What follows belongs to an exercise in optimizing a design on an open flow for small area and few clock cycles; a production flow would make more cautious choices.
The RTL was checked by simulation tests, not by an equivalence proof against the original design.
Power and IR drop assume default switching activity.

<file path="design.v">
module csr(
    input [11:0] raddr1,
    input [11:0] raddr2,
    output [31:0] rdata1,
    output [31:0] rdata2,
    input wen,
    input [11:0] waddr,
    input [31:0] wdata,
    input [31:0] trap_pc,
    input [4:0] trap_info,
    input [2:0] ctrl_mxip,  
    input ctrl_clk,
    input ctrl_reset,
    input ctrl_trap,
    input ctrl_mret,
    output ctrl_mie,  
    output [2:0] ctrl_mxie,
    output ctrl_addr_valid
);
    logic [31:0] misa;
    localparam [31:0] misa_mask = 'b00_0000_00000000000000000000000000;
    logic [31:0] mstatus;
    localparam [31:0] mstatus_mask = 'b0_00000000_0_0_0_0_0_0_00_00_00_00_0_1_0_0_0_1_0_0_0;
    assign ctrl_mie = mstatus[3];  
    logic [31:0] mie;
    localparam [31:0] mie_mask = {{16{1'b1}}, 4'b0, 12'b1_0_0_0_1_0_0_0_1_0_0_0};
    assign ctrl_mxie[0] = mie[11];
    assign ctrl_mxie[1] = mie[3];
    assign ctrl_mxie[2] = mie[7];
    logic [31:0] mtvec;
    logic [31:0] mscratch;
    logic [31:0] mepc;
    logic [31:0] mcause;
    logic [31:0] mtval;
    localparam [31:0] mhartid = 0;  
    localparam _mhartid = mhartid;
    wire [31:0] _mstatus = (mstatus & (~mstatus_mask)) | (wdata & mstatus_mask);
    wire [31:0] _misa = (misa & (~misa_mask)) | (wdata & misa_mask);
    wire [31:0] _mie = (mie & (~mie_mask)) | (wdata & mie_mask);
    wire [31:0] _mtvec = (wdata[1:0] < 2) ? wdata : mtvec;
    wire [31:0] _mscratch = wdata;
    wire [31:0] _mepc = {wdata[31:2], 2'b00};
    wire [31:0] _mcause = (wdata[31] ? (wdata[30:0] < 12 &&
                                 wdata[30:0] != 2 &&
                                 wdata[30:0] != 6 &&
                                 wdata[30:0] != 10) :
                                 (wdata[30:0] < 16 &&
                                     wdata[30:0] != 10 &&
                                     wdata[30:0] != 14)) ? wdata : mcause;
    wire [31:0] _mtval = wdata;
    wire [31:0] _mip = {20'b0, ctrl_mxip[0], 3'b0, ctrl_mxip[2], 3'b0, ctrl_mxip[1], 3'b0};
    wire [31:0] trap_mstatus = {mstatus[31:8], mstatus[3], mstatus[6:4], 1'b0, mstatus[2:0]};
    wire [31:0] trap_mcause = {trap_info[4], 27'b0, trap_info[3:0]};
    wire [31:0] mret_mstatus = {mstatus[31:8], 1'b0, mstatus[6:4], mstatus[7], mstatus[2:0]};
    wire [32:0] read1 = ( 
        (raddr1 == 'h300) ? {((wen && raddr1 == waddr) ? _mstatus : mstatus), 1'b1} : 
        (raddr1 == 'h301) ? {((wen && raddr1 == waddr) ? _misa : misa), 1'b1} : 
        (raddr1 == 'h304) ? {((wen && raddr1 == waddr) ? _mie : mie), 1'b1} : 
        (raddr1 == 'h305) ? {((wen && raddr1 == waddr) ? _mtvec : mtvec), 1'b1} : 
        (raddr1 == 'h340) ? {((wen && raddr1 == waddr) ? _mscratch : mscratch), 1'b1} : 
        (raddr1 == 'h341) ? {((wen && raddr1 == waddr) ? _mepc : mepc), 1'b1} : 
        (raddr1 == 'h342) ? {((wen && raddr1 == waddr) ? _mcause : mcause), 1'b1} : 
        (raddr1 == 'h343) ? {((wen && raddr1 == waddr) ? _mtval : mtval), 1'b1} : 
        (raddr1 == 'h344) ? {_mip, 1'b1} : 
        (raddr1 == 'hf14) ? {((wen && raddr1 == waddr) ? _mhartid : mhartid), 1'b1} : 33'b0);
    wire [32:0] read2 = ( 
        (raddr2 == 'h300) ? {((wen && raddr2 == waddr) ? _mstatus : mstatus), 1'b1} : 
        (raddr2 == 'h301) ? {((wen && raddr2 == waddr) ? _misa : misa), 1'b1} : 
        (raddr2 == 'h304) ? {((wen && raddr2 == waddr) ? _mie : mie), 1'b1} : 
        (raddr2 == 'h305) ? {((wen && raddr2 == waddr) ? _mtvec : mtvec), 1'b1} : 
        (raddr2 == 'h340) ? {((wen && raddr2 == waddr) ? _mscratch : mscratch), 1'b1} : 
        (raddr2 == 'h341) ? {((wen && raddr2 == waddr) ? _mepc : mepc), 1'b1} : 
        (raddr2 == 'h342) ? {((wen && raddr2 == waddr) ? _mcause : mcause), 1'b1} : 
        (raddr2 == 'h343) ? {((wen && raddr2 == waddr) ? _mtval : mtval), 1'b1} : 
        (raddr2 == 'h344) ? {_mip, 1'b1} : 
        (raddr2 == 'hf14) ? {((wen && raddr2 == waddr) ? _mhartid : mhartid), 1'b1} : 33'b0);
    assign rdata1 = read1[32:1];
    assign rdata2 = read2[32:1];
    wire _unused = read2[0];
    assign ctrl_addr_valid = read1[0];
    always_ff @ (posedge ctrl_clk) begin
        if (ctrl_reset) begin
            misa <= 'b01_0000_00000000000000000100000000;  
            mstatus <= 'b0_00000000_0_0_0_0_0_0_00_00_11_00_0_0_0_0_0_0_0_0_0;
            mie <= {32{1'b0}};
            mtvec <= 'h00000000;
            mscratch <= 'h00000000;
            mepc <= 'h00000000;
            mcause <= 'h00000000;
            mtval <= 'h00000000;
        end
        if (ctrl_trap) begin
            if (ctrl_mret) begin
                mstatus <= mret_mstatus;
            end else begin
                mstatus <= trap_mstatus;
                mepc <= trap_pc;
                mcause <= trap_mcause;
            end
        end else if (wen) begin
            case (waddr)
                'h300: mstatus <= _mstatus;
                'h301: misa <= _misa;
                'h304: mie <= _mie;
                'h305: mtvec <= _mtvec;
                'h340: mscratch <= _mscratch;
                'h341: mepc <= _mepc;
                'h342: mcause <= _mcause;
                'h343: mtval <= _mtval;
                default:;
            endcase
        end
    end
endmodule
module register_file(
    input [4:0] raddr1,
    input [4:0] raddr2,
    output [31:0] rdata1,
    output [31:0] rdata2,
    input [4:0] waddr,
    input [31:0] wdata,
    input wen,  
    input ctrl_clk  
);
    logic [31:0] regs [31:0];
    wire writing = wen && waddr != 0;
    assign rdata1 = writing && waddr == raddr1 ? wdata : (raddr1 == 0 ? 32'b0 : regs[raddr1]);
    assign rdata2 = writing && waddr == raddr2 ? wdata : (raddr2 == 0 ? 32'b0 : regs[raddr2]);
    always_ff @ (posedge ctrl_clk) begin
        if (writing) begin
            regs[waddr] <= wdata;
        end
    end
endmodule
module exception_decode(input [5:0] eid, output [3:0] code);
    assign code = eid[0] ? 2 :
                  eid[1] ? 0 :
                  eid[2] ? 11 :
                  eid[3] ? 3 :
                  eid[4] ? 6 :
                  eid[5] ? 4 : 4'bx;
endmodule
module interrupt_decode(input [2:0] eid, output [3:0] code);
    assign code = eid[0] ? 11:
                  eid[1] ? 3:
                  eid[2] ? 7: 4'bx;
endmodule
module fetcher(
    input [31:0] pc_jump_target,
    input [31:0] pc_exc_target,
    input ctrl_clk,
    input ctrl_reset,
    input ctrl_stall,
    input ctrl_next_stage_stall,
    input ctrl_jump,
    input ctrl_trap,
    output [31:0] icache_addr,
    output icache_req,
    input [31:0] icache_data,
    input icache_rdy,
    output logic [31:0] inst_reg,
    output logic [31:0] pc_reg,
    output logic [5:0] exc_reg,
    output logic ctrl_nop_reg,
    output ctrl_fetcher_stall
);
    logic [31:0] pc;
    wire ins_aligned = pc[1:0] == 0;
    assign icache_addr = pc;
    assign icache_req = ins_aligned;
    assign ctrl_fetcher_stall = ins_aligned && !icache_rdy;
    wire [31:0] next_pc = ctrl_jump ? pc_jump_target : (pc + 4);
    always_ff @ (posedge ctrl_clk) begin
        if (ctrl_reset) begin
            pc <= 32'h00100000;  
            ctrl_nop_reg <= 1;
        end else if (!ctrl_stall) begin
            pc <= ctrl_trap ? pc_exc_target : next_pc;
            inst_reg <= icache_data;
            pc_reg <= pc;
            exc_reg <= {5'b0, !ins_aligned} << 1;
            ctrl_nop_reg <= 0;
        end else begin
            if (!ctrl_next_stage_stall)  
                ctrl_nop_reg <= 1;
        end
    end
endmodule
module decoder(
    input [31:0] inst,
    input [31:0] pc,
    input [5:0]  exc,
    input [31:0] reg_rdata1,
    input [31:0] reg_rdata2,
    input [31:0] csr_rdata,
    output [4:0] reg_raddr1,
    output [4:0] reg_raddr2,
    output [11:0] csr_raddr,
    input ctrl_forward_valid_exec,
    input [4:0] ctrl_forward_rd_exec,
    input [31:0] forward_data_exec,
    input ctrl_forward_valid_mem,
    input [4:0] ctrl_forward_rd_mem,
    input [31:0] forward_data_mem,
    input ctrl_forward_mload_stall,
    input ctrl_forward_csr_valid_exec,
    input [11:0] ctrl_forward_csr_rd_exec,
    input [31:0] forward_csr_data_exec,
    input ctrl_forward_csr_valid_mem,
    input [11:0] ctrl_forward_csr_rd_mem,
    input [31:0] forward_csr_data_mem,
    input ctrl_clk,
    input ctrl_reset,
    input ctrl_trap,
    input ctrl_stall,
    input ctrl_next_stage_stall,
    input ctrl_nop,
    input ctrl_csr_addr_valid,
    output logic [31:0] op1_reg,     
    output logic [31:0] op2_reg,     
    output logic [4:0] rd_reg,       
    output logic [11:0] rd_csr_reg,  
    output logic [31:0] tmp_reg,     
    output logic [31:0] pc_reg,      
    output logic [5:0] exc_reg,      
    output logic [2:0] ctrl_alu_func_reg,  
    output logic ctrl_alu_sign_ext_reg,  
    output logic ctrl_nop_reg,  
    output logic ctrl_wb_reg,  
    output logic ctrl_wb_csr_reg,  
    output logic ctrl_mret_reg,  
    output logic ctrl_wfi_reg,  
    output logic [4:0] ctrl_mem_reg,  
    output [31:0] ctrl_pc_jump_target,  
    output ctrl_jump,  
    output ctrl_decoder_stall
);
    logic ctrl_skip_next_reg;
    wire [6:0] opcode = inst[6:0];
    wire [2:0] funct3 = inst[14:12];
    wire [11:0] funct12 = inst[31:20];
    wire [4:0] rs1 = inst[19:15];
    wire [4:0] rs2 = inst[24:20];
    wire [4:0] rd = inst[11:7];
    wire [31:0] ui = {inst[31:12], 12'b0};  
    wire [31:0] xxxi = {{20{inst[31]}}, inst[31:20]};  
    wire [20:0] jal_offset = {inst[31], inst[19:12], inst[20], inst[30:21], 1'b0};
    wire [11:0] jalr_offset = inst[31:20];
    wire [12:0] b_offset = {inst[31], inst[7], inst[30:25], inst[11:8], 1'b0};
    wire [11:0] l_offset = inst[31:20];
    wire [11:0] s_offset = {inst[31:25], inst[11:7]};
    wire [11:0] csr = inst[31:20];
    wire is_wfi = opcode == 7'b1110011 && funct3 == 0 && funct12 == 12'b000100000101;
    wire is_nop = ctrl_nop ||
                  ctrl_skip_next_reg ||
                  ctrl_trap ||
                  (opcode == 7'b0010011 && inst[31:7] == 0) ||
                  opcode == 7'b0001111;
    assign ctrl_decoder_stall = ctrl_forward_mload_stall &&
                                (((opcode == 7'b0010011 ||
                                  opcode == 7'b0110011 ||
                                  opcode == 7'b0000011 ||
                                  opcode == 7'b0100011 ||
                                  opcode == 7'b1100111 ||
                                  opcode == 7'b1100011 ||
                                  opcode == 7'b1110011) && ctrl_forward_rd_exec == rs1) ||
                                ((opcode == 7'b0110011 ||
                                  opcode == 7'b0100011 ||
                                  opcode == 7'b1100111 ||
                                  opcode == 7'b1100011) && ctrl_forward_rd_exec == rs2));
    assign reg_raddr1 = rs1;
    assign reg_raddr2 = rs2;
    wire [31:0] op1 = (ctrl_forward_valid_exec && rs1 == ctrl_forward_rd_exec) ? forward_data_exec:
                      (ctrl_forward_valid_mem && rs1 == ctrl_forward_rd_mem) ? forward_data_mem:
                                                                               reg_rdata1;
    wire [31:0] op2 = (ctrl_forward_valid_exec && rs2 == ctrl_forward_rd_exec) ? forward_data_exec:
                      (ctrl_forward_valid_mem && rs2 == ctrl_forward_rd_mem) ? forward_data_mem:
                                                                               reg_rdata2;
    wire mret = funct3 == 0 && funct12 == 12'b001100000010;
    wire [5:0] sys_exc = funct3 != 0 ? ({5'b0, !ctrl_csr_addr_valid} << 0) : (
        funct12 == 12'b001100000010 ? 0 :
        funct12 == 12'b000100000101 ? 0 :
        funct12 == 12'b000000000000 ? (1 << 2) :
        funct12 == 12'b000000000001 ? (1 << 3) :
                             (1 << 0));
    assign csr_raddr = csr;
    wire [31:0] csr_op = (ctrl_forward_csr_valid_exec && csr == ctrl_forward_csr_rd_exec) ? forward_csr_data_exec:
                         (ctrl_forward_csr_valid_mem && csr == ctrl_forward_csr_rd_mem) ? forward_csr_data_mem:
                                                                                          csr_rdata;
    wire [1:0] csr_func = funct3[1:0];
    wire [31:0] csr_tmp = funct3[2] ? {27'b0, rs1} : op1;
    assign ctrl_pc_jump_target =
        opcode == 7'b1101111 ? pc + $signed({{11{jal_offset[20]}}, jal_offset}) :
        opcode == 7'b1100111 ? op1 + $signed({{20{jalr_offset[11]}}, jalr_offset}) :
        opcode == 7'b1100011 ? pc + $signed({{19{b_offset[12]}}, b_offset}) : 'bx;
    assign ctrl_jump = (!ctrl_skip_next_reg) && (!ctrl_nop) &&
        (opcode == 7'b1101111 ? 1 :
        opcode == 7'b1100111 ? 1 :
        opcode == 7'b1100011 ?
            (funct3[2:1] == 0 ? ((op1 == op2) ^ (funct3[0])) :  
             (funct3[1] == 0 ?
                  (($signed(op1) < $signed(op2)) ^ (funct3[0])) :  
                  ((op1 < op2) ^ (funct3[0])))) :  
                  0);
    always_ff @ (posedge ctrl_clk) begin
        if (ctrl_reset) begin
            ctrl_skip_next_reg <= 0;
            ctrl_nop_reg <= 1;
        end else if (!ctrl_stall) begin
            if (!is_nop) begin
                case (opcode)
                    7'b0010011: begin
                        op1_reg <= op1;
                        op2_reg <= xxxi;
                        exc_reg <= exc;
                        ctrl_alu_func_reg <= funct3;
                        ctrl_alu_sign_ext_reg <= (funct3 == 3'b101) && inst[30];
                        ctrl_wb_reg <= 1;
                        ctrl_wb_csr_reg <= 0;
                        ctrl_mem_reg <= 0;
                    end
                    7'b0110011: begin
                        op1_reg <= op1;
                        op2_reg <= op2;
                        exc_reg <= exc;
                        ctrl_alu_func_reg <= funct3;
                        ctrl_alu_sign_ext_reg <= inst[30];
                        ctrl_wb_reg <= 1;
                        ctrl_wb_csr_reg <= 0;
                        ctrl_mem_reg <= 0;
                    end
                    7'b0110111: begin
                        op1_reg <= ui;
                        op2_reg <= 0;
                        exc_reg <= exc;
                        ctrl_alu_func_reg <= 3'b000;
                        ctrl_alu_sign_ext_reg <= 0;
                        ctrl_wb_reg <= 1;
                        ctrl_wb_csr_reg <= 0;
                        ctrl_mem_reg <= 0;
                    end
                    7'b0010111: begin
                        op1_reg <= ui;
                        op2_reg <= pc;
                        exc_reg <= exc;
                        ctrl_alu_func_reg <= 3'b000;
                        ctrl_alu_sign_ext_reg <= 0;
                        ctrl_wb_reg <= 1;
                        ctrl_wb_csr_reg <= 0;
                        ctrl_mem_reg <= 0;
                    end
                    7'b0000011: begin
                        op1_reg <= op1;
                        op2_reg <= {{20{l_offset[11]}}, l_offset};
                        exc_reg <= exc | ({5'b0, funct3[1:0] == 2'b11} << 0);
                        ctrl_alu_func_reg <= 3'b000;
                        ctrl_alu_sign_ext_reg <= 0;
                        ctrl_wb_reg <= 1;
                        ctrl_wb_csr_reg <= 0;
                        ctrl_mem_reg <= {funct3, 2'b10};
                    end
                    7'b0100011: begin
                        op1_reg <= op1;
                        op2_reg <= {{20{s_offset[11]}}, s_offset};
                        exc_reg <= exc | ({5'b0, funct3[1:0] == 2'b11} << 0);
                        tmp_reg <= op2;
                        ctrl_alu_func_reg <= 3'b000;
                        ctrl_alu_sign_ext_reg <= 0;
                        ctrl_wb_reg <= 0;
                        ctrl_wb_csr_reg <= 0;
                        ctrl_mem_reg <= {funct3, 2'b11};
                    end
                    7'b1101111, 7'b1100111: begin
                        op1_reg <= pc;
                        op2_reg <= 4;
                        exc_reg <= exc;
                        ctrl_alu_func_reg <= 3'b000;
                        ctrl_alu_sign_ext_reg <= 0;
                        ctrl_wb_reg <= 1;
                        ctrl_wb_csr_reg <= 0;
                        ctrl_mem_reg <= 0;  
                    end
                    7'b1110011: begin
                        op1_reg <= csr_op;
                        op2_reg <= 0;
                        exc_reg <= exc | sys_exc;
                        rd_csr_reg <= csr;
                        ctrl_alu_func_reg <= 3'b000;
                        ctrl_alu_sign_ext_reg <= 0;
                        ctrl_wb_reg <= funct3 != 0;  
                        ctrl_wb_csr_reg <= csr_func != 0 && rs1 != 0;
                        ctrl_mem_reg <= 0;
                        tmp_reg <=
                            csr_func == 2'b01 ? csr_tmp :
                            csr_func == 2'b10 ? (csr_op | csr_tmp) :
                            csr_func == 2'b11 ? (csr_op & (~csr_tmp)) : 'bx;
                    end
                    7'b1100011: begin
                        exc_reg <= exc;
                        ctrl_wb_reg <= 0;
                        ctrl_wb_csr_reg <= 0;
                        ctrl_mem_reg <= 0;
                    end
                    default: begin  
                        exc_reg <= exc | (1 << 0);
                        ctrl_wb_reg <= 0;
                        ctrl_wb_csr_reg <= 0;
                        ctrl_mem_reg <= 0;
                    end
                endcase
                rd_reg <= rd;
                pc_reg <= pc;
                ctrl_mret_reg <= opcode == 7'b1110011 && mret;
                ctrl_wfi_reg <= is_wfi;
                ctrl_skip_next_reg <= ctrl_jump;
            end else begin  
                ctrl_skip_next_reg <= ctrl_trap;
            end
            ctrl_nop_reg <= is_nop;
        end else begin  
            if (!ctrl_next_stage_stall)  
                ctrl_nop_reg <= 1;
        end
    end
endmodule
module executor(
    input [31:0] op1,
    input [31:0] op2,
    input [4:0] rd,
    input [11:0] rd_csr,
    input [31:0] tmp,
    input [31:0] pc,
    input [5:0] exc,
    input ctrl_clk,
    input ctrl_reset,
    input ctrl_trap,
    input ctrl_stall,
    input ctrl_next_stage_stall,
    input [2:0] ctrl_alu_func,
    input ctrl_alu_sign_ext,
    input ctrl_nop,
    input ctrl_wb,
    input ctrl_wb_csr,
    input ctrl_mret,
    input ctrl_wfi,
    input [4:0] ctrl_mem,
    output logic [31:0] res_reg,     
    output logic [4:0] rd_reg,
    output logic [11:0] rd_csr_reg,
    output logic [31:0] tmp_reg,
    output logic [31:0] pc_reg,
    output logic [5:0] exc_reg,
    output logic ctrl_nop_reg,
    output logic ctrl_wb_reg,
    output logic ctrl_wb_csr_reg,
    output logic ctrl_mret_reg,
    output logic ctrl_wfi_reg,
    output logic [4:0] ctrl_mem_reg,
    output ctrl_forward_valid,
    output [4:0] ctrl_forward_rd,
    output [31:0] forward_data,
    output ctrl_forward_mload_stall,
    output ctrl_forward_csr_valid,
    output [11:0] ctrl_forward_csr_rd,
    output [31:0] forward_csr_data,
    output ctrl_executor_stall
);
    wire is_nop = ctrl_nop || ctrl_trap;
    assign ctrl_executor_stall = 0;
    assign ctrl_forward_valid = (!is_nop) && ctrl_wb && (!ctrl_mem[1]) && rd != 0;
    assign ctrl_forward_mload_stall = (!is_nop) && ctrl_mem[1:0] == 2'b10;
    assign ctrl_forward_rd = rd;
    assign forward_data = res;
    assign ctrl_forward_csr_valid = (!is_nop) && ctrl_wb_csr;
    assign ctrl_forward_csr_rd = rd_csr;
    assign forward_csr_data = tmp;
    wire [31:0] res = ctrl_alu_func == 3'b000 ? (ctrl_alu_sign_ext ? op1 - op2 : op1 + op2) :
               ctrl_alu_func == 3'b010 ? ($signed(op1) < $signed(op2) ? 1 : 0) :
               ctrl_alu_func == 3'b011 ? (op1 < op2 ? 1 : 0) :
               ctrl_alu_func == 3'b100 ? (op1 ^ op2) :
               ctrl_alu_func == 3'b110 ? (op1 | op2) :
               ctrl_alu_func == 3'b111 ? (op1 & op2) :
               ctrl_alu_func == 3'b001 ? (op1 << op2[4:0]) :
               ctrl_alu_func == 3'b101 ? (ctrl_alu_sign_ext ? $signed(op1) >> op2[4:0] : op1 >> op2[4:0]) : 'bx;
    always_ff @ (posedge ctrl_clk) begin
        if (ctrl_reset)
            ctrl_nop_reg <= 1;
        else if (!ctrl_stall) begin
            if (!is_nop) begin
                res_reg <= res;
                rd_reg <= rd;
                rd_csr_reg <= rd_csr;
                tmp_reg <= tmp;
                pc_reg <= pc;
                exc_reg <= exc;
                ctrl_wb_reg <= ctrl_wb;
                ctrl_wb_csr_reg <= ctrl_wb_csr;
                ctrl_mret_reg <= ctrl_mret;
                ctrl_wfi_reg <= ctrl_wfi;
                ctrl_mem_reg <= ctrl_mem;
            end else begin
            end
            ctrl_nop_reg <= is_nop;
        end else begin
            if (!ctrl_next_stage_stall)
                ctrl_nop_reg <= 1;
        end
    end
endmodule
module memory(
    input [31:0] res_alu,
    input [4:0] rd,
    input [11:0] rd_csr,
    input [31:0] tmp,
    input [31:0] pc,
    input [5:0] exc,
    output [31:0] dcache_addr,
    output [31:0] dcache_wdata,
    output [1:0] dcache_ws,
    output dcache_req,
    output dcache_wr,
    input [31:0] dcache_rdata,
    input dcache_rdy,
    input ctrl_clk,
    input ctrl_reset,
    input ctrl_trap,
    input ctrl_stall,
    input ctrl_next_stage_stall,
    input ctrl_wb,
    input ctrl_wb_csr,
    input ctrl_mret,
    input ctrl_wfi,
    input ctrl_nop,
    input ctrl_ext_irq_trigger,
    input [4:0] ctrl_mem,
    output logic [31:0] res_reg,
    output logic [4:0] rd_reg,
    output logic [11:0] rd_csr_reg,
    output logic [31:0] tmp_reg,
    output logic [31:0] pc_reg,
    output logic [5:0] exc_reg,
    output logic ctrl_nop_reg,
    output logic ctrl_wb_reg,
    output logic ctrl_wb_csr_reg,
    output logic ctrl_mret_reg,
    output logic ctrl_wfi_reg,
    output ctrl_forward_valid,
    output [4:0] ctrl_forward_rd,
    output [31:0] forward_data,
    output ctrl_forward_csr_valid,
    output [11:0] ctrl_forward_csr_rd,
    output [31:0] forward_csr_data,
    output ctrl_ext_irq,
    output ctrl_sw_irq,
    output ctrl_timer_irq,
    output ctrl_mem_stall
);
    wire is_nop = ctrl_nop || ctrl_trap;
    logic [63:0] mtime_regs [1:0];
    logic meip;
    logic msip;
    wire meip_clear = (!ctrl_nop) && valid && dcache_wr &&
                      (mreg_addr == 'b111 && dcache_wdata != 0);
    assign ctrl_ext_irq = (meip_clear ? 0 : meip) || ctrl_ext_irq_trigger;
    assign ctrl_sw_irq = msip;
    wire [2:0] mreg_addr = dcache_addr[31:3] == 29'h400 ?    'b001 :
                           dcache_addr[31:3] == 29'h401 ? 'b101 :
                           dcache_addr[31:2] == 30'h804 ?     'b011 :
                           dcache_addr[31:2] == 30'h805 ? 'b111 : 0;
    assign ctrl_timer_irq = mtime_regs[0] >= mtime_regs[1];
    wire aligned = dcache_ws == 2'b01 ? (dcache_addr[0] == 0) :
                   dcache_ws == 2'b10 ? (dcache_addr[1:0] == 0) : 1;
    wire valid = ctrl_mem[1] && exc == 0 && aligned;
    assign dcache_req = (!is_nop) && valid && (!mreg_addr[0]);
    assign dcache_wr = ctrl_mem[0];
    assign dcache_ws = ctrl_mem[3:2];  
    assign dcache_wdata = tmp;
    assign dcache_addr = res_alu;
    assign ctrl_mem_stall = dcache_req && (!dcache_rdy);
    assign ctrl_forward_valid = (!is_nop) && ctrl_wb && rd != 0;
    assign ctrl_forward_rd = rd;
    assign forward_data = res;
    assign ctrl_forward_csr_valid = (!is_nop) && ctrl_wb_csr;
    assign ctrl_forward_csr_rd = rd_csr;
    assign forward_csr_data = tmp;
    wire sgn = ctrl_mem[4];
    wire [5:0] mreg_off = {dcache_addr[2:0], 3'b0};
    wire [31:0] rdata = mreg_addr[0] ?
                        (mreg_addr[1] == 0 ? mtime_regs[mreg_addr[2]][(mreg_off + 31) -: 32] :  
                                             (mreg_addr[2] ? 0 : {31'b0, msip})) :  
                        dcache_rdata;
    wire [31:0] res_mem =
        dcache_ws == 2'b00 ? {{24{sgn ? rdata[7] : 1'b0}}, rdata[7:0]} :  
        dcache_ws == 2'b01 ? {{16{sgn ? rdata[15] : 1'b0}}, rdata[15:0]} :  
                             rdata;  
    wire [31:0] res = (ctrl_mem[1:0] == 2'b10) ? res_mem : res_alu;
    always_ff @ (posedge ctrl_clk) begin
        if (ctrl_reset) begin
            ctrl_nop_reg <= 1;
            mtime_regs[0] <= 0;
            meip <= 0;
            msip <= 0;
        end
        else if (!ctrl_stall) begin
            if (!is_nop) begin
                if (mreg_addr[0] && valid && dcache_wr) begin
                    if (!mreg_addr[1]) begin
                        case (dcache_ws)
                            'b00: mtime_regs[mreg_addr[2]][(mreg_off + 7) -: 8] <= dcache_wdata[7:0];
                            'b01: mtime_regs[mreg_addr[2]][(mreg_off + 15) -: 16] <= dcache_wdata[15:0];
                            'b10: mtime_regs[mreg_addr[2]][(mreg_off + 31) -: 32] <= dcache_wdata[31:0];
                        endcase
                    end else begin
                        case (mreg_addr[2])
                            'b0: msip <= dcache_wdata[0];
                            'b1:;
                        endcase
                    end
                end
                res_reg <= res;
                rd_reg <= rd;
                rd_csr_reg <= rd_csr;
                tmp_reg <= tmp;
                pc_reg <= pc;
                exc_reg <= exc | ({6{ctrl_mem[1]}} & (
                    {5'b0, !aligned} << (dcache_wr ? 6 : 4)));
                ctrl_wb_reg <= ctrl_wb;
                ctrl_wb_csr_reg <= ctrl_wb_csr;
                ctrl_mret_reg <= ctrl_mret;
                ctrl_wfi_reg <= ctrl_wfi;
            end else begin
            end
            ctrl_nop_reg <= is_nop;
        end else begin
            if (!ctrl_next_stage_stall)
                ctrl_nop_reg <= 1;
        end
        if (is_nop || !(mreg_addr == 'b001 && valid && dcache_wr))
            mtime_regs[0] <= mtime_regs[0] + 1;  
        meip <= ctrl_ext_irq;
    end
endmodule
module writeback(
    input [31:0] res,
    input [4:0] rd,
    input [11:0] rd_csr,
    input [31:0] tmp,
    input [31:0] pc,
    input [5:0] exc,
    input ctrl_clk,
    input ctrl_stall,
    input ctrl_wb,
    input ctrl_wb_csr,
    input ctrl_mret,
    input ctrl_wfi,
    input ctrl_nop,
    input ctrl_ext_irq,
    input ctrl_sw_irq,
    input ctrl_timer_irq,
    input ctrl_mie,
    input [2:0] ctrl_mxie,
    output [4:0] reg_waddr,
    output [31:0] reg_wdata,
    output reg_wen,
    output [11:0] csr_raddr,
    input [31:0] csr_rdata,
    output [11:0] csr_waddr,
    output [31:0] csr_wdata,
    output csr_wen,
    output [31:0] csr_trap_pc,
    output [4:0] csr_trap_info,
    output ctrl_writeback_stall,
    output ctrl_trap,
    output [31:0] ctrl_pc_exc_target,
    output ctrl_wfi_stall,
    output [2:0] ctrl_mxip
);
    assign ctrl_mxip = {
        ctrl_timer_irq,
        ctrl_sw_irq,
        ctrl_ext_irq
    };
    wire is_exc = (!ctrl_nop) && exc != 0;
    wire is_mret = (!ctrl_nop) && ctrl_mret;
    wire is_trap = is_exc || ((ctrl_mxie & ctrl_mxip) != 0 && ctrl_mie);
    wire valid = (!ctrl_nop) && (!ctrl_stall) && exc == 0;
    assign reg_waddr = rd;
    assign reg_wdata = res;
    assign reg_wen = valid && ctrl_wb;
    assign ctrl_writeback_stall = 0;
    assign csr_waddr = rd_csr;
    assign csr_wdata = tmp;
    assign csr_wen = valid && ctrl_wb_csr;
    exception_decode _exc_decode(exc, ecause);
    interrupt_decode _irq_decode(ctrl_mxie & ctrl_mxip, icause);
    wire [31:0] mtvec_base = {csr_rdata[31:2], 2'b00};
    wire [3:0] icause;
    wire [3:0] ecause;
    wire [3:0] cause = is_exc ? ecause : icause;
    assign csr_raddr = is_trap ? 'h305 : 'h341;
    assign csr_trap_pc = pc;
    assign csr_trap_info = {!is_exc, cause};
    assign ctrl_pc_exc_target = is_trap ? (csr_rdata[0] ? (mtvec_base + {26'b0, cause, 2'b0}) : mtvec_base) :
                                          (csr_rdata + 4);
    assign ctrl_trap = is_trap || is_mret;  
    assign ctrl_wfi_stall = (!ctrl_nop) && ctrl_wfi && (!is_trap);
endmodule
module core (
    input clock,
    input reset,
    input irq,
    output [31:0] icache_addr,
    output icache_req,
    input [31:0] icache_data,
    input icache_rdy,
    output [31:0] dcache_addr,
    output [31:0] dcache_wdata,
    output [1:0] dcache_ws,
    output dcache_req,
    output dcache_wr,
    input [31:0] dcache_rdata,
    input dcache_rdy
);
    wire [31:0] pc_jump_target;
    wire [31:0] pc_exc_target;
    wire ctrl_jump;
    wire ctrl_trap;
    wire ctrl_fetcher_stall;
    wire ctrl_decoder_stall;
    wire ctrl_executor_stall;
    wire ctrl_mem_stall;
    wire ctrl_writeback_stall;
    wire ctrl_ext_irq;
    wire ctrl_sw_irq;
    wire ctrl_timer_irq;
    wire ctrl_mie;
    wire [2:0] ctrl_mxie;
    wire [2:0] ctrl_mxip;
    wire [4:0] reg_raddr1;
    wire [4:0] reg_raddr2;
    wire [31:0] reg_rdata1;
    wire [31:0] reg_rdata2;
    wire [4:0] reg_waddr;
    wire [31:0] reg_wdata;
    wire reg_wen;
    wire [11:0] csr_raddr1;
    wire [11:0] csr_raddr2;
    wire [31:0] csr_rdata1;
    wire [31:0] csr_rdata2;
    wire [11:0] csr_waddr;
    wire [31:0] csr_wdata;
    wire csr_wen;
    wire [31:0] csr_trap_pc;
    wire [4:0] csr_trap_info;
    wire ctrl_csr_addr_valid;
    csr csr_reg(
        .raddr1(csr_raddr1),
        .raddr2(csr_raddr2),
        .rdata1(csr_rdata1),
        .rdata2(csr_rdata2),
        .waddr(csr_waddr),
        .wdata(csr_wdata),
        .wen(csr_wen),
        .trap_pc(csr_trap_pc),
        .trap_info(csr_trap_info),
        .ctrl_mxip(ctrl_mxip),
        .ctrl_clk(clock),
        .ctrl_reset(reset),
        .ctrl_trap(ctrl_trap),
        .ctrl_mret((!ctrl_nop_mem_o) && ctrl_mret_mem_o),
        .ctrl_mie(ctrl_mie),
        .ctrl_mxie(ctrl_mxie),
        .ctrl_addr_valid(ctrl_csr_addr_valid)
    );
    register_file main_reg(
        .raddr1(reg_raddr1),
        .raddr2(reg_raddr2),
        .rdata1(reg_rdata1),
        .rdata2(reg_rdata2),
        .waddr(reg_waddr),
        .wdata(reg_wdata),
        .wen(reg_wen),
        .ctrl_clk(clock)
    );
    wire ctrl_wfi_stall;
    wire ctrl_fetcher_stall_in = ctrl_fetcher_stall ||
                                 ctrl_decoder_stall ||
                                 ctrl_executor_stall ||
                                 ctrl_mem_stall ||
                                 ctrl_writeback_stall ||
                                 ctrl_wfi_stall;
    wire ctrl_decoder_stall_in = ctrl_decoder_stall ||
                                 ctrl_fetcher_stall ||  
                                 ctrl_executor_stall ||
                                 ctrl_mem_stall ||
                                 ctrl_writeback_stall ||
                                 ctrl_wfi_stall;
    wire ctrl_executor_stall_in = ctrl_executor_stall ||
                                  ctrl_mem_stall ||
                                  ctrl_writeback_stall ||
                                  ctrl_wfi_stall;
    wire ctrl_mem_stall_in = ctrl_mem_stall ||
                             ctrl_writeback_stall ||
                             ctrl_wfi_stall;
    wire ctrl_wb_stall_in = ctrl_writeback_stall ||
                            ctrl_wfi_stall;
    wire [31:0] inst_if_o;
    wire [31:0] pc_if_o;
    wire [5:0] exc_if_o;
    wire ctrl_nop_if_o;
    fetcher if_stage(
        .pc_jump_target(pc_jump_target),
        .pc_exc_target(pc_exc_target),
        .ctrl_clk(clock),
        .ctrl_reset(reset),
        .ctrl_stall(ctrl_fetcher_stall_in),
        .ctrl_next_stage_stall(ctrl_decoder_stall_in),
        .ctrl_jump(ctrl_jump),
        .ctrl_trap(ctrl_trap),
        .icache_addr(icache_addr),
        .icache_req(icache_req),
        .icache_data(icache_data),
        .icache_rdy(icache_rdy),
        .inst_reg(inst_if_o),
        .pc_reg(pc_if_o),
        .exc_reg(exc_if_o),
        .ctrl_nop_reg(ctrl_nop_if_o),
        .ctrl_fetcher_stall(ctrl_fetcher_stall)
    );
    wire [31:0] op1_id_o;
    wire [31:0] op2_id_o;
    wire [4:0] rd_id_o;
    wire [11:0] rd_csr_id_o;
    wire [31:0] tmp_id_o;
    wire [31:0] pc_id_o;
    wire [5:0] exc_id_o;
    wire [2:0] ctrl_alu_func_id_o;
    wire ctrl_alu_sign_ext_id_o;
    wire ctrl_nop_id_o;
    wire ctrl_wb_id_o;
    wire ctrl_wb_csr_id_o;
    wire ctrl_mret_id_o;
    wire ctrl_wfi_id_o;
    wire [4:0] ctrl_mem_id_o;
    wire ctrl_forward_valid_exec;
    wire [4:0] ctrl_forward_rd_exec;
    wire [31:0] forward_data_exec;
    wire ctrl_forward_mload_stall;
    wire ctrl_forward_valid_mem;
    wire [4:0] ctrl_forward_rd_mem;
    wire [31:0] forward_data_mem;
    wire ctrl_forward_csr_valid_exec;
    wire [11:0] ctrl_forward_csr_rd_exec;
    wire [31:0] forward_csr_data_exec;
    wire ctrl_forward_csr_valid_mem;
    wire [11:0] ctrl_forward_csr_rd_mem;
    wire [31:0] forward_csr_data_mem;
    decoder id_stage(
        .inst(inst_if_o),
        .pc(pc_if_o),
        .exc(exc_if_o),
        .reg_rdata1(reg_rdata1),
        .reg_rdata2(reg_rdata2),
        .csr_rdata(csr_rdata1),
        .reg_raddr1(reg_raddr1),
        .reg_raddr2(reg_raddr2),
        .csr_raddr(csr_raddr1),
        .ctrl_forward_valid_exec(ctrl_forward_valid_exec),
        .ctrl_forward_rd_exec(ctrl_forward_rd_exec),
        .forward_data_exec(forward_data_exec),
        .ctrl_forward_valid_mem(ctrl_forward_valid_mem),
        .ctrl_forward_rd_mem(ctrl_forward_rd_mem),
        .forward_data_mem(forward_data_mem),
        .ctrl_forward_mload_stall(ctrl_forward_mload_stall),
        .ctrl_forward_csr_valid_exec(ctrl_forward_csr_valid_exec),
        .ctrl_forward_csr_rd_exec(ctrl_forward_csr_rd_exec),
        .forward_csr_data_exec(forward_csr_data_exec),
        .ctrl_forward_csr_valid_mem(ctrl_forward_csr_valid_mem),
        .ctrl_forward_csr_rd_mem(ctrl_forward_csr_rd_mem),
        .forward_csr_data_mem(forward_csr_data_mem),
        .ctrl_clk(clock),
        .ctrl_reset(reset),
        .ctrl_trap(ctrl_trap),
        .ctrl_stall(ctrl_decoder_stall_in),
        .ctrl_next_stage_stall(ctrl_executor_stall_in),
        .ctrl_nop(ctrl_nop_if_o),
        .ctrl_csr_addr_valid(ctrl_csr_addr_valid),
        .op1_reg(op1_id_o),
        .op2_reg(op2_id_o),
        .rd_reg(rd_id_o),
        .rd_csr_reg(rd_csr_id_o),
        .tmp_reg(tmp_id_o),
        .pc_reg(pc_id_o),
        .exc_reg(exc_id_o),
        .ctrl_alu_func_reg(ctrl_alu_func_id_o),
        .ctrl_alu_sign_ext_reg(ctrl_alu_sign_ext_id_o),
        .ctrl_nop_reg(ctrl_nop_id_o),
        .ctrl_wb_reg(ctrl_wb_id_o),
        .ctrl_wb_csr_reg(ctrl_wb_csr_id_o),
        .ctrl_mret_reg(ctrl_mret_id_o),
        .ctrl_wfi_reg(ctrl_wfi_id_o),
        .ctrl_mem_reg(ctrl_mem_id_o),
        .ctrl_pc_jump_target(pc_jump_target),
        .ctrl_jump(ctrl_jump),
        .ctrl_decoder_stall(ctrl_decoder_stall)
    );
    wire [31:0] res_ex_o;
    wire [4:0] rd_ex_o;
    wire [11:0] rd_csr_ex_o;
    wire [31:0] tmp_ex_o;
    wire [31:0] pc_ex_o;
    wire [5:0] exc_ex_o;
    wire ctrl_nop_ex_o;
    wire ctrl_wb_ex_o;
    wire ctrl_wb_csr_ex_o;
    wire ctrl_mret_ex_o;
    wire ctrl_wfi_ex_o;
    wire [4:0] ctrl_mem_ex_o;
    executor ex_stage(
        .op1(op1_id_o),
        .op2(op2_id_o),
        .rd(rd_id_o),
        .rd_csr(rd_csr_id_o),
        .tmp(tmp_id_o),
        .pc(pc_id_o),
        .exc(exc_id_o),
        .ctrl_clk(clock),
        .ctrl_reset(reset),
        .ctrl_trap(ctrl_trap),
        .ctrl_stall(ctrl_executor_stall_in),
        .ctrl_next_stage_stall(ctrl_mem_stall_in),
        .ctrl_alu_func(ctrl_alu_func_id_o),
        .ctrl_alu_sign_ext(ctrl_alu_sign_ext_id_o),
        .ctrl_nop(ctrl_nop_id_o),
        .ctrl_wb(ctrl_wb_id_o),
        .ctrl_wb_csr(ctrl_wb_csr_id_o),
        .ctrl_mret(ctrl_mret_id_o),
        .ctrl_wfi(ctrl_wfi_id_o),
        .ctrl_mem(ctrl_mem_id_o),
        .res_reg(res_ex_o),
        .rd_reg(rd_ex_o),
        .rd_csr_reg(rd_csr_ex_o),
        .tmp_reg(tmp_ex_o),
        .pc_reg(pc_ex_o),
        .exc_reg(exc_ex_o),
        .ctrl_nop_reg(ctrl_nop_ex_o),
        .ctrl_wb_reg(ctrl_wb_ex_o),
        .ctrl_wb_csr_reg(ctrl_wb_csr_ex_o),
        .ctrl_mret_reg(ctrl_mret_ex_o),
        .ctrl_wfi_reg(ctrl_wfi_ex_o),
        .ctrl_mem_reg(ctrl_mem_ex_o),
        .ctrl_forward_valid(ctrl_forward_valid_exec),
        .ctrl_forward_rd(ctrl_forward_rd_exec),
        .forward_data(forward_data_exec),
        .ctrl_forward_mload_stall(ctrl_forward_mload_stall),
        .ctrl_forward_csr_valid(ctrl_forward_csr_valid_exec),
        .ctrl_forward_csr_rd(ctrl_forward_csr_rd_exec),
        .forward_csr_data(forward_csr_data_exec),
        .ctrl_executor_stall(ctrl_executor_stall)
    );
    wire [31:0] res_mem_o;
    wire [4:0] rd_mem_o;
    wire [11:0] rd_csr_mem_o;
    wire [31:0] tmp_mem_o;
    wire [31:0] pc_mem_o;
    wire [5:0] exc_mem_o;
    wire ctrl_nop_mem_o;
    wire ctrl_wb_mem_o;
    wire ctrl_wb_csr_mem_o;
    wire ctrl_mret_mem_o;
    wire ctrl_wfi_mem_o;
    memory mem_stage(
        .res_alu(res_ex_o),
        .rd(rd_ex_o),
        .rd_csr(rd_csr_ex_o),
        .tmp(tmp_ex_o),
        .pc(pc_ex_o),
        .exc(exc_ex_o),
        .dcache_addr(dcache_addr),
        .dcache_wdata(dcache_wdata),
        .dcache_ws(dcache_ws),
        .dcache_req(dcache_req),
        .dcache_wr(dcache_wr),
        .dcache_rdata(dcache_rdata),
        .dcache_rdy(dcache_rdy),
        .ctrl_clk(clock),
        .ctrl_reset(reset),
        .ctrl_trap(ctrl_trap),
        .ctrl_stall(ctrl_mem_stall_in),
        .ctrl_next_stage_stall(ctrl_wb_stall_in),
        .ctrl_nop(ctrl_nop_ex_o),
        .ctrl_ext_irq_trigger(irq),
        .ctrl_wb(ctrl_wb_ex_o),
        .ctrl_wb_csr(ctrl_wb_csr_ex_o),
        .ctrl_mret(ctrl_mret_ex_o),
        .ctrl_wfi(ctrl_wfi_ex_o),
        .ctrl_mem(ctrl_mem_ex_o),
        .res_reg(res_mem_o),
        .rd_reg(rd_mem_o),
        .rd_csr_reg(rd_csr_mem_o),
        .tmp_reg(tmp_mem_o),
        .pc_reg(pc_mem_o),
        .exc_reg(exc_mem_o),
        .ctrl_nop_reg(ctrl_nop_mem_o),
        .ctrl_wb_reg(ctrl_wb_mem_o),
        .ctrl_wb_csr_reg(ctrl_wb_csr_mem_o),
        .ctrl_mret_reg(ctrl_mret_mem_o),
        .ctrl_wfi_reg(ctrl_wfi_mem_o),
        .ctrl_forward_valid(ctrl_forward_valid_mem),
        .ctrl_forward_rd(ctrl_forward_rd_mem),
        .forward_data(forward_data_mem),
        .ctrl_forward_csr_valid(ctrl_forward_csr_valid_mem),
        .ctrl_forward_csr_rd(ctrl_forward_csr_rd_mem),
        .forward_csr_data(forward_csr_data_mem),
        .ctrl_ext_irq(ctrl_ext_irq),
        .ctrl_sw_irq(ctrl_sw_irq),
        .ctrl_timer_irq(ctrl_timer_irq),
        .ctrl_mem_stall(ctrl_mem_stall)
    );
    writeback wb_stage(
        .res(res_mem_o),
        .rd(rd_mem_o),
        .rd_csr(rd_csr_mem_o),
        .tmp(tmp_mem_o),
        .pc(pc_mem_o),
        .exc(exc_mem_o),
        .ctrl_clk(clock),
        .ctrl_stall(ctrl_wb_stall_in),
        .ctrl_wb(ctrl_wb_mem_o),
        .ctrl_wb_csr(ctrl_wb_csr_mem_o),
        .ctrl_mret(ctrl_mret_mem_o),
        .ctrl_wfi(ctrl_wfi_mem_o),
        .ctrl_nop(ctrl_nop_mem_o),
        .ctrl_ext_irq(ctrl_ext_irq),
        .ctrl_sw_irq(ctrl_sw_irq),
        .ctrl_timer_irq(ctrl_timer_irq),
        .ctrl_mie(ctrl_mie),
        .ctrl_mxie(ctrl_mxie),
        .reg_waddr(reg_waddr),
        .reg_wdata(reg_wdata),
        .reg_wen(reg_wen),
        .csr_raddr(csr_raddr2),
        .csr_rdata(csr_rdata2),
        .csr_waddr(csr_waddr),
        .csr_wdata(csr_wdata),
        .csr_wen(csr_wen),
        .csr_trap_pc(csr_trap_pc),
        .csr_trap_info(csr_trap_info),
        .ctrl_writeback_stall(ctrl_writeback_stall),
        .ctrl_trap(ctrl_trap),
        .ctrl_pc_exc_target(pc_exc_target),
        .ctrl_wfi_stall(ctrl_wfi_stall),
        .ctrl_mxip(ctrl_mxip)
    );
endmodule
</file>
<file path="config.mk">
export PLATFORM = sky130hd
export DESIGN_NAME = core
export DESIGN_NICKNAME = core
export VERILOG_FILES = /design/flow/design.v
export SDC_FILE = /design/flow/constraint.sdc
export NUM_CORES = 4
export LEC_CHECK = 0
export CAP_MARGIN = 20
export CORE_MARGIN = 2
export CORE_UTILIZATION = 40
export SLEW_MARGIN = 20
</file>
<file path="run.sh">
#!/bin/bash
# synth_recipe.tcl (not shown) runs the flow's synth.tcl, then flattens the netlist and writes it again
# the make line also repeats each setting of config.mk as NAME=value (left out here)
make -C /OpenROAD-flow-scripts/flow DESIGN_CONFIG=/design/flow/config.mk WORK_HOME=/design/flow/orfs CLKGATE_MAP_FILE= SYNTH_SCRIPT=/design/flow/synth_recipe.tcl finish
</file>
<file path="constraint.sdc">
create_clock -name core_clock -period 15.0 [get_ports {clock}]
set_input_delay 3.0000 -clock core_clock [delete_from_list [all_inputs] [get_ports {clock}]]
set_output_delay 3.0000 -clock core_clock [all_outputs]
set_load 0.01 [all_outputs]
</file>
==> results.py <==
metrics = {
    "finish": {
        "drive_gt1_share_pct": 17.4,
        "num-nets-final": 9655,
        "largest_reg_flops": 1024,
        "syn2layout_area_growth_pct": 12.5,
    },
    "clock_tree": {
        "cts_root_buffer": "clkbuf_16",
        "cts_hold_buf": 0,
        "htreeDepth": 4,
        "clockBufferDepth": 4,
        "cts_made_buffers": 207,
        "cts_tree": "yes",
        "cts.repair.resized": 0,
        "clk_transition_reported_paths_ns": 0.07,
        "cts.sinks": 1900,
        "cts_setup_buffers": 0,
        "clk_latency_ns": 0.93,
    },
    "route": {
        "wl_met1_microns": 190000,
        "drt-initial-drc-count": 13642,
        "via_count": 89211,
        "routed-wl-met3_microns": 52900,
        "wl_microns": 502000,
        "dr.pass1.iters": 8,
        "drc_errors": 0,
        "vias_per_cell": 6.77,
        "wl_per_cell_microns": 38.1,
        "dr_wl_met2_microns": 222000,
        "top_layer": "met5",
        "ant_nets": 0,
    },
    "global_route": {
        "antenna_found_initial": 17,
        "grt_max_degree": 122,
        "grt.overflow.total": 0,
        "globalRouteTotalUtil_pct": 34.8,
        "grt_pass1_vias": 84843,
        "grt_pass1_wl_microns": 690000,
    },
    "critical_path": {
        "critPathKind": "reg2reg",
        "rr_worst_depth": 31,
        "rrSetupSlack_ns": 4.23,
        "slowest_stage": "a2111oi_1",
        "r2r_end": "if_stage.pc[20]",
        "required_ns": 15.78,
        "cpPeakStageDelay_ns": 0.84,
        "critPathLaunchType": "flip-flop",
        "critPathCaptureType": "flip-flop",
        "r2r-start": "ex_stage.res_reg[0]",
        "arrival_ns": 11.54,
        "cp_max_fo": 51,
    },
    "synth": {
        "yosys.cell_types.count": 111,
        "yosysWarningCount": 6,
        "ys_top_cells_by_area": "edfxtp_1 45%, mux4_2 15%, dfxtp_1 4.1%",
        "seq_area_frac_synth_pct": 49.3,
        "synthArstFlopShare_pct": 0,
        "ys_ff_latch": 1900,
        "postSynthAreaPerCell_sq_um": 12.0,
        "synth_edf_count": 1670,
        "synth_top_cell_by_area": "edfxtp_1",
        "ys.flop_type": "edfxtp_1",
        "syn_inst": 9235,
        "synth_area_sq_mm": 0.111,
        "netlist.area_leader.share_pct": 45.2,
    },
    "placement": {
        "dp_hpwl_microns": 356000,
        "portBuffers": 169,
        "globalplace.congestion": 1.04,
    },
    "hold_path": {
        "worst_hold_startpoint": "id_stage.rd_csr_reg[11]",
        "hp-class": "reg2reg",
        "holdPathEnd": "ex_stage.rd_csr_reg[11]",
        "min_path_cells": 0,
    },
    "timing": {
        "period_share_pct": 71.8,
        "relSlewSlack_pct": 9.71,
        "fin_crit_ns": 10.77,
        "max_slew.worst_pin.slew_ns": 1.34,
        "slew_viol_final": 0,
        "final_hold_viol_count": 0,
        "hold_slack_ns": 0.392,
        "fin_skew_ns": 0.122,
        "finalSetupViolations": 0,
        "fmax_mhz": 92.9,
        "tns_ns": 0,
        "rsz0062_at_grt": "no",
    },
    "die": {
        "initial_core_util_pct": 40.2,
        "io-pin-count": 170,
        "die_w_microns": 531,
        "rows": 193,
        "die_h_microns": 531,
        "die_area_sq_mm": 0.282,
        "core_area_sq_mm": 0.276,
    },
    "run": {
        "maxCapViolations": 0,
    },
    "run_status": {
        "status": "no timing/DRC/antenna violations",
    },
    "pwr": {
        "power_density_mw_per_mm2": 100,
        "ir_worst_vdd_mv": 0.0928,
        "p_leak_nw": 42.7,
        "total_power_w": 0.0125,
    },
}
==> cell usage in the layout (no fill, tap or decap), drive strengths merged, types with 168 or more instances in the layout <==
cell	netlist	layout
clkbuf	529	245
dfxtp	230	230
edfxtp	1670	1670
nand2	872	872
mux4	737	737
o21ai	484	484
clkdlybuf4s50	0	168
nand3	203	203
a21oi	506	506
inv	261	272
buf	160	341
mux2i	218	218
ha	285	285
nor2	634	634
nor3	236	236
==> logic make-up after synthesis <==
logic type	share of synthesized area (%)
mux	17.6
compound gates	13.7
simple gates	10.6
xor+xnor	2.14
flops	49.3
fa+ha+maj	3.32
other cells	0.00338
buf+inv	3.31
==> critical path: cells and delay by family (launching register included) <==
kind,cells,cell delay [ns]
AO/OA/AOI/OAI,10,3.57
AND/OR/NAND/NOR,10,2.31
buffers and inverters,6,2.19
adder cells (fa/ha/maj),3,1.32
multiplexers,2,0.91
flip-flops,1,0.35
==> area by class of cell <==
class | count | area [sq um]
antenna | 6 | 15.0
clock buffer | 245 | 5380
clock inverter | 134 | 1310
fill | 25056 | 151000
inverter | 267 | 1000
multi-input combinational | 6410 | 53300
sequential | 1900 | 54800
tap | 3705 | 4640
timing repair buffer | 509 | 4440
==> layer usage <==
| layer | GRT usage [%] | vias up |
|---|---|---|
| met3 | 7.28 | 1235 |
| met4 | 21.0 | 8 |
| met5 | 0 | - |
| li1 | - | 36408 |
| met1 | 45.7 | 45572 |
| met2 | 53.2 | 5988 |
==> where the power goes <==
part           switching, W  total, W  leakage [nW]  internal [W]
registers         0.0000880   0.00583          17.2       0.00574
logic              0.000952   0.00154          22.2      0.000583
clock network       0.00227   0.00518          3.24       0.00290
total               0.00331    0.0125          42.7       0.00923
==> cells in the mapped netlist, drive strengths merged, types with 203 or more instances <==
cell and number:
o21ai 484, mux4 737, ha 285, inv 261
nand3 203, clkbuf 529, mux2i 218, edfxtp 1670
dfxtp 230, nand2 872, a21oi 506, nor3 236
nor2 634
==> how the worst max path moves through the flow <==
| stage | start | endpoint | slack, ns |
|---|---|---|---|
| after floorplan | ex_stage.res_reg[0] | mem_stage.ctrl_mret_reg | 1.08 |
| after global placement | irq | if_stage.pc[23] | 3.91 |
| after detailed placement | ex_stage.res_reg[0] | if_stage.pc[31] | 4.13 |
| after CTS | ex_stage.res_reg[0] | if_stage.pc[31] | 4.19 |
| after global routing | ex_stage.res_reg[0] | if_stage.pc[23] | 3.90 |
| final | ex_stage.res_reg[0] | if_stage.pc[20] | 4.23 |
==> stage by stage <==
step | utilization, % | std cells | setup WS (ns) | area [sq um]
final | 45.2 | 13176 | 4.23 | 125000
after global routing | 45.2 | 13170 | 3.90 | 125000
after CTS | 45.1 | 13157 | 4.19 | 125000
after detailed placement | 42.7 | 12778 | 4.13 | 118000
after global placement | 42.6 | 12772 | 3.91 | 118000
after floorplan | - | 9266 | 1.08 | 111000
Testbench counts, summed over its fixed seeds: cycles 43,108.

[afterwards: timing with drivers on the ports]
Ports are ideal in the flow. The routed layout listed here was re-timed in OpenROAD.
Step 1 (the two cells are an assumption about what drives the block):
set clk [get_ports {clock}]
set_driving_cell -lib_cell sky130_fd_sc_hd__clkbuf_16 $clk
set_driving_cell -lib_cell sky130_fd_sc_hd__buf_2 [delete_from_list [all_inputs] $clk]
Step 2 also shifts input and output timing later by t, the mid clock arrival at the registers, as if the neighbouring blocks saw the same clock.
Three values: ideal, step 1, step 2; two values: the first two.
t (ns): 0.975
setup WS [ns]: 4.235 / 4.235 / 4.060
worst hold slack (ns): 0.392 / 0.392 / 0.392
worst data-port slew with drivers (ns): 0.08
pins driven straight from the clock port: 1
After both steps setup and hold are still met in this run. The setup slack of this run moves by 0.000 ns with the drivers and by -0.175 ns with both steps.
